From an optimization exercise on the open Yosys and OpenROAD flow, aimed at small area; shortcuts taken in it are not production practice. In this exercise RTL edits were held to simulation tests only and were not proved equivalent to the original. Power figures rest on the tool's default switching activity, not on a simulated workload.

== v6 ==
==> flow/design.v <==
module OverZero
(
	input  [15:0] datain,
	input  [15:0] zero,
	output        flag
);
	assign flag = (datain > zero);
endmodule
module ADS8688
(
input wire rst_n,
input CLK_50M,
output clk_100,
output reg CS,
output wire SCLK,
output reg SDI,
input SDO,
output RST,
output reg [15:0] rddat7,rddat6,rddat5,rddat0,rddat4,rddat3,outRMS,
input [11:0] dataAddr,
input RDdata
);
reg [1:0] ph;
wire spi_rise = (ph == 2'd2);
wire spi_fall = (ph == 2'd1);
always @(posedge CLK_50M or negedge rst_n)
	if (!rst_n)
		ph <= 2'd0;
	else if (ph == 2'd2)
		ph <= 2'd0;
	else
		ph <= ph + 2'd1;
assign SCLK = ~CS & (ph != 2'd2);
reg [6:0] cnt;
reg [3:0] order;
wire frame_end = (cnt > 7'd82);
assign RST = |cnt;
reg [15:0] cmd;
always @(*)
	case (order)
	4'd0:  cmd = 16'h0B00;
	4'd1:  cmd = 16'h1901;
	4'd2:  cmd = 16'h1701;
	4'd3:  cmd = 16'h1501;
	4'd4:  cmd = 16'h0B01;
	4'd5:  cmd = 16'h1301;
	4'd6:  cmd = 16'h1101;
	4'd7:  cmd = 16'hDC00;
	4'd8:  cmd = 16'hD800;
	4'd9:  cmd = 16'hD400;
	4'd10: cmd = 16'hC000;
	4'd11: cmd = 16'hD000;
	4'd12: cmd = 16'hCC00;
	default: cmd = 16'hCC00;
	endcase
always @(posedge CLK_50M or negedge rst_n)
	if (!rst_n) begin
		cnt <= 7'd0;
		CS <= 1'b0;
		order <= 4'd0;
		SDI <= 1'b0;
	end else if (spi_rise) begin
		if (frame_end) begin
			CS <= 1'b1;
			cnt <= 7'd40;
			order <= (order == 4'd12) ? 4'd7 : order + 4'd1;
		end else begin
			CS <= (cnt < 7'd50);
			cnt <= cnt + 7'd1;
		end
		if (cnt >= 7'd50 && cnt <= 7'd65)
			SDI <= cmd[4'd15 - cnt[3:0] + 4'd2];
	end
wire capture = spi_fall && order > 4'd6 && cnt >= 7'd67 && cnt <= 7'd82;
always @(posedge CLK_50M or negedge rst_n)
	if (!rst_n) begin
		rddat7 <= 16'd0;
		rddat6 <= 16'd0;
		rddat5 <= 16'd0;
		rddat0 <= 16'd0;
		rddat4 <= 16'd0;
		rddat3 <= 16'd0;
	end else if (spi_rise && frame_end) begin
		if (order == 4'd7)  rddat3 <= rddat;
		if (order == 4'd8)  rddat7 <= rddat;
		if (order == 4'd9)  rddat6 <= rddat;
		if (order == 4'd10) rddat5 <= rddat;
		if (order == 4'd11) rddat0 <= rddat;
		if (order == 4'd12) rddat4 <= rddat;
	end
OverZero OverZero_inst
(
	.datain(rddat6),
	.zero(16'd32768),
	.flag(clk_100)
);
wire evt = (ph == 2'd0) && ((cnt == 7'd1) || (cnt == 7'd40 && order != 4'd0));
reg r1, r2;
reg [15:0] cnt50;
reg [15:0] max_cnt;
reg pvalid;       
reg accp;         
reg zf;           
wire latch = r1 & ~r2 & (cnt50 > 16'd100);
always @(posedge CLK_50M or negedge rst_n)
	if (!rst_n) begin
		r1 <= 1'b0;
		r2 <= 1'b0;
		cnt50 <= 16'd0;
		pvalid <= 1'b0;
		accp <= 1'b0;
	end else if (evt) begin
		r1 <= clk_100;
		r2 <= r1;
		cnt50 <= latch ? 16'd0 : cnt50 + 16'd1;
		accp <= ~latch;
		if (latch)
			pvalid <= 1'b1;
	end
wire t0 = (cnt[1:0] == 2'd0) && (ph == 2'd0);
wire win = (cnt >= 7'd44) && (cnt <= 7'd67);
wire mac = (cnt >= 7'd44) && (cnt <= 7'd66);
wire [2:0] p = cnt[4:2] - 3'd3;    
wire win_end = (cnt == 7'd67) && (ph == 2'd2);
always @(posedge CLK_50M or negedge rst_n)
	if (!rst_n)
		zf <= 1'b1;
	else if (evt && latch)
		zf <= 1'b1;
	else if (win_end && accp)
		zf <= 1'b0;
reg [47:0] ring7, ring6, ring5, ring0, ring4, ring3;
reg [47:0] Power_7, Power_6, Power_5, Power_0, Power_4, Power_3;
reg [15:0] x;
reg [3:0] rsel;
always @(*)
	case (p)
	3'd0: begin x = rddat7; rsel = ring7[3:0]; end
	3'd1: begin x = rddat6; rsel = ring6[3:0]; end
	3'd2: begin x = rddat5; rsel = ring5[3:0]; end
	3'd3: begin x = rddat0; rsel = ring0[3:0]; end
	3'd4: begin x = rddat4; rsel = ring4[3:0]; end
	default: begin x = rddat3; rsel = ring3[3:0]; end
	endcase
wire c = ~x[15];
wire [14:0] v = x[14:0] ^ {15{c}};
reg [3:0] m;
always @(*)
	case ({cnt[1:0], ph})
	4'b0000: m = v[3:0];
	4'b0001: m = v[7:4];
	4'b0010: m = v[11:8];
	4'b0100: m = {1'b0, v[14:12]};
	default: m = 4'd0;
	endcase
reg [15:0] acc;
reg [4:1] dq;
wire [15:0] acc_in = t0 ? (c ? {v, 1'b1} : 16'd0) : acc;
wire [4:0] dq_in = t0 ? 5'd0 : {1'b0, dq};
wire [19:0] pp0 = {5'd0, v & {15{m[0]}}};
wire [19:0] pp1 = {4'd0, v & {15{m[1]}}, 1'b0};
wire [19:0] pp2 = {3'd0, v & {15{m[2]}}, 2'b0};
wire [19:0] pp3 = {2'd0, v & {15{m[3]}}, 3'b0};
wire [19:0] a0 = {4'd0, acc_in};
wire [19:0] s1 = a0 ^ pp0 ^ pp1;
wire [19:0] c1 = {(a0[18:0] & pp0[18:0]) | (a0[18:0] & pp1[18:0]) | (pp0[18:0] & pp1[18:0]), 1'b0};
wire [19:0] s2 = s1 ^ c1 ^ pp2;
wire [19:0] c2 = {(s1[18:0] & c1[18:0]) | (s1[18:0] & pp2[18:0]) | (c1[18:0] & pp2[18:0]), 1'b0};
wire [19:0] s3 = s2 ^ c2 ^ pp3;
wire [19:0] c3 = {(s2[18:0] & c2[18:0]) | (s2[18:0] & pp3[18:0]) | (c2[18:0] & pp3[18:0]), 1'b0};
wire [19:0] s;
wire [20:0] rc;
genvar gi;
generate
	for (gi = 0; gi < 20; gi = gi + 1) begin : g_cpa
		wire cin = (gi % 4 == 0) ? dq_in[gi / 4] : rc[gi];
		assign s[gi] = s3[gi] ^ c3[gi] ^ cin;
		assign rc[gi+1] = (s3[gi] & c3[gi]) | (s3[gi] & cin) | (c3[gi] & cin);
	end
endgenerate
assign rc[0] = 1'b0;
always @(posedge CLK_50M)
	if (mac)
		acc <= s[19:4];
	else if (capture)
		acc <= {acc[14:0], SDO};
wire [15:0] rddat = acc;
always @(posedge CLK_50M)
	dq <= {rc[16], rc[12], rc[8], rc[4]};
reg cy;
wire [3:0] rb = zf ? 4'd0 : rsel;
wire [4:0] dc;
wire [4:0] sum;
wire [3:0] pd = mac ? s[3:0] : 4'd0;
assign dc[0] = t0 ? 1'b0 : cy;
generate
	for (gi = 0; gi < 4; gi = gi + 1) begin : g_dig
		assign sum[gi] = rb[gi] ^ pd[gi] ^ dc[gi];
		assign dc[gi+1] = (rb[gi] & pd[gi]) | (rb[gi] & dc[gi]) | (pd[gi] & dc[gi]);
	end
endgenerate
assign sum[4] = dc[4];
always @(posedge CLK_50M)
	cy <= sum[4];
wire act = win & accp;
always @(posedge CLK_50M) begin
	ring7 <= {(act && p == 3'd0) ? sum[3:0] : ring7[3:0], ring7[47:4]};
	ring6 <= {(act && p == 3'd1) ? sum[3:0] : ring6[3:0], ring6[47:4]};
	ring5 <= {(act && p == 3'd2) ? sum[3:0] : ring5[3:0], ring5[47:4]};
	ring0 <= {(act && p == 3'd3) ? sum[3:0] : ring0[3:0], ring0[47:4]};
	ring4 <= {(act && p == 3'd4) ? sum[3:0] : ring4[3:0], ring4[47:4]};
	ring3 <= {(act && p == 3'd5) ? sum[3:0] : ring3[3:0], ring3[47:4]};
end
always @(posedge CLK_50M)
	if (evt && latch) begin
		Power_7 <= ring7;
		Power_6 <= ring6;
		Power_5 <= ring5;
		Power_0 <= ring0;
		Power_4 <= ring4;
		Power_3 <= ring3;
		max_cnt <= cnt50;
	end
always @(posedge CLK_50M or negedge rst_n)
	if (!rst_n)
		outRMS <= 16'd0;
	else if (RDdata) begin
		if (!pvalid)
			outRMS <= 16'd0;
		else
			case (dataAddr[7:0])
			8'd0:  outRMS <= Power_7[47:32];
			8'd1:  outRMS <= Power_7[31:16];
			8'd2:  outRMS <= Power_7[15:0];
			8'd3:  outRMS <= Power_6[47:32];
			8'd4:  outRMS <= Power_6[31:16];
			8'd5:  outRMS <= Power_6[15:0];
			8'd6:  outRMS <= Power_5[47:32];
			8'd7:  outRMS <= Power_5[31:16];
			8'd8:  outRMS <= Power_5[15:0];
			8'd9:  outRMS <= Power_0[47:32];
			8'd10: outRMS <= Power_0[31:16];
			8'd11: outRMS <= Power_0[15:0];
			8'd12: outRMS <= Power_4[47:32];
			8'd13: outRMS <= Power_4[31:16];
			8'd14: outRMS <= Power_4[15:0];
			8'd15: outRMS <= Power_3[47:32];
			8'd16: outRMS <= Power_3[31:16];
			8'd17: outRMS <= Power_3[15:0];
			8'd18: outRMS <= max_cnt;
			default: outRMS <= 16'd0;
			endcase
	end
endmodule
==> flow/config.mk <==
export PLATFORM = sky130hd
export DESIGN_NAME = ADS8688
export DESIGN_NICKNAME = ADS8688
export VERILOG_FILES = /design/flow/design.v
export SDC_FILE = /design/flow/constraint.sdc
export NUM_CORES = 4
export LEC_CHECK = 0
export CAP_MARGIN = 20
export CORE_MARGIN = 2
export CORE_UTILIZATION = 78
export CTS_BUF_LIST = sky130_fd_sc_hd__clkbuf_8
export CTS_CLUSTER_DIAMETER = 55
export CTS_CLUSTER_SIZE = 18
export PLACE_DENSITY = 0.85
export SLEW_MARGIN = 20
==> flow/constraint.sdc <==
create_clock -name core_clock -period 10.0 [get_ports {CLK_50M}]
set_input_delay 2.0000 -clock core_clock [delete_from_list [all_inputs] [get_ports {CLK_50M}]]
set_output_delay 2.0000 -clock core_clock [all_outputs]
set_load 0.01 [all_outputs]
standard.sh (not shown) runs the stock make flow with config.mk's settings and CLKGATE_MAP_FILE= SYNTH_SCRIPT=/design/flow/synth_recipe.tcl, a recipe that flattens the netlist after the stock synthesis.
==> flow/flow/run.sh <==
#!/bin/bash
# The standard layout (standard.sh), changed in three ways:
#  - synthesis maps the logic with an area-oriented ABC script (flow/area.abc)
#    instead of ORFS's speed script; everything else in synthesis is the standard flow's own
#    synth_recipe.tcl, so the registers are the standard synthesis's;
#  - port buffers are sky130_fd_sc_hd__buf_1 (every port still gets one);
#  - CTS inserts no dummy loads.
# make's output goes to flow.log; ORFS writes each step's log under orfs/logs.
set -euo pipefail
W=$PWD
F=$W/flow
{
  echo "set ::area_abc_script $F/area.abc"
  echo "source $F/abc_proc.tcl"
  cat "$W/synth_recipe.tcl"
} > "$W/area_synth.tcl"
sed -e "s#SYNTH_SCRIPT=[^ ]*#SYNTH_SCRIPT=$W/area_synth.tcl#" "$W/standard.sh" > "$W/area_standard.sh"
grep -q "SYNTH_SCRIPT=$W/area_synth.tcl" "$W/area_standard.sh"
export BUFFER_PORTS_ARGS="-buffer_cell sky130_fd_sc_hd__buf_1"
export CTS_ARGS="-sink_clustering_enable -repair_clock_nets -sink_clustering_size 18 -sink_clustering_max_diameter 55 -buf_list sky130_fd_sc_hd__clkbuf_8 -dont_use_dummy_load"
bash "$W/area_standard.sh" > "$W/flow.log" 2>&1
==> flow/flow/abc_proc.tcl <==
# Point yosys's abc call at the area-oriented script; all other arguments stay.
proc abc {args} {
  set i [lsearch -exact $args -script]
  if {$i >= 0} { lset args [expr {$i + 1}] $::area_abc_script }
  yosys abc {*}$args
}
==> flow/flow/area.abc <==
strash
dc2
&get -n
&st
&dch -f
&nf -p -a -R 1000
&put
mfs3 -ae
strash
dc2
&get -n
&st
&dch -f
&nf -p -a -R 1000
&put
mfs3 -ae
strash
dc2
&get -n
&st
&dch -f
&nf -p -a -R 1000
&put
mfs3 -ae
topo
For v7, these inputs were changed with respect to v6:
diff --git a/flow/design.v b/flow/design.v
--- a/flow/design.v
+++ b/flow/design.v
@@ -15,7 +15,7 @@
 output wire SCLK,
 output reg SDI,
 input SDO,
-output RST,
+output reg RST,
 output reg [15:0] rddat7,rddat6,rddat5,rddat0,rddat4,rddat3,outRMS,
 input [11:0] dataAddr,
 input RDdata
@@ -34,7 +34,6 @@
 reg [6:0] cnt;
 reg [3:0] order;
 wire frame_end = (cnt > 7'd82);
-assign RST = |cnt;
 reg [15:0] cmd;
 always @(*)
 	case (order)
@@ -57,9 +56,11 @@
 	if (!rst_n) begin
 		cnt <= 7'd0;
 		CS <= 1'b0;
+		RST <= 1'b0;
 		order <= 4'd0;
 		SDI <= 1'b0;
 	end else if (spi_rise) begin
+		RST <= 1'b1;
 		if (frame_end) begin
 			CS <= 1'b1;
 			cnt <= 7'd40;
@@ -94,7 +95,13 @@
 	.zero(16'd32768),
 	.flag(clk_100)
 );
-wire evt = (ph == 2'd0) && ((cnt == 7'd1) || (cnt == 7'd40 && order != 4'd0));
+reg cs_d;
+always @(posedge CLK_50M or negedge rst_n)
+	if (!rst_n)
+		cs_d <= 1'b0;
+	else
+		cs_d <= CS;
+wire evt = CS & ~cs_d;
 reg r1, r2;
 reg [15:0] cnt50;
 reg [15:0] max_cnt;
Findings:
- On routed metal-1 wire length, the higher figure sits with v6, not v7.
- Of v6 and v7, the higher placement-stage worst setup slack belongs to v7.
- | global-route usage over all layers | v7 vs v6 | 0.38 points higher |
- Between v6 and v7, the difference in via count is negligible.
- Taking v6 as the reference, in v7 switching component of the power climbed about 1.8%; final estimated routing congestion in global placement shrank by about 0.6%; count of mapped cells out of synthesis grew by 0.53%; total of fill cells in the finished design saw little to no change; met1 usage in global routing was more or less identical.
- Comparing v6 and v7, the lower final instance count without filler cells was measured on v6.
- Between v7 and v6, the number of sequential storage elements does not differ in any meaningful way.
- Between v6 and v7, the clock group total power figures differ only marginally.
- Summary of v7 over v6: clock net sink count level, global-route wire length before repair moved up.

==> port drivers added, routing unchanged <==
In the flow no input, the clock included, has a driving cell. The finished layouts below were timed again as built, in two steps.
Step 1: set_driving_cell puts a clkbuf_16 on CLK_50M and a buf_2 on each other input, an assumption about the parent block.
Step 2 adds t to the input delays and takes it off the output delays; t is the mean of the earliest and latest rising clock arrival at the registers after step 1. Input paths then give back, and output paths get back, about the clock's delay inside the block.
Slacks: ideal / step 1 / step 2; pairs: ideal / step 1.
run	shift t [ns]	setup slack, ns	worst slew at a driven data input, ns
v6	0.660	2.026 / 2.026 / 2.026	0.03
v7	0.683	2.176 / 2.176 / 2.176	0.04
After both steps setup and hold are still met in every run listed.
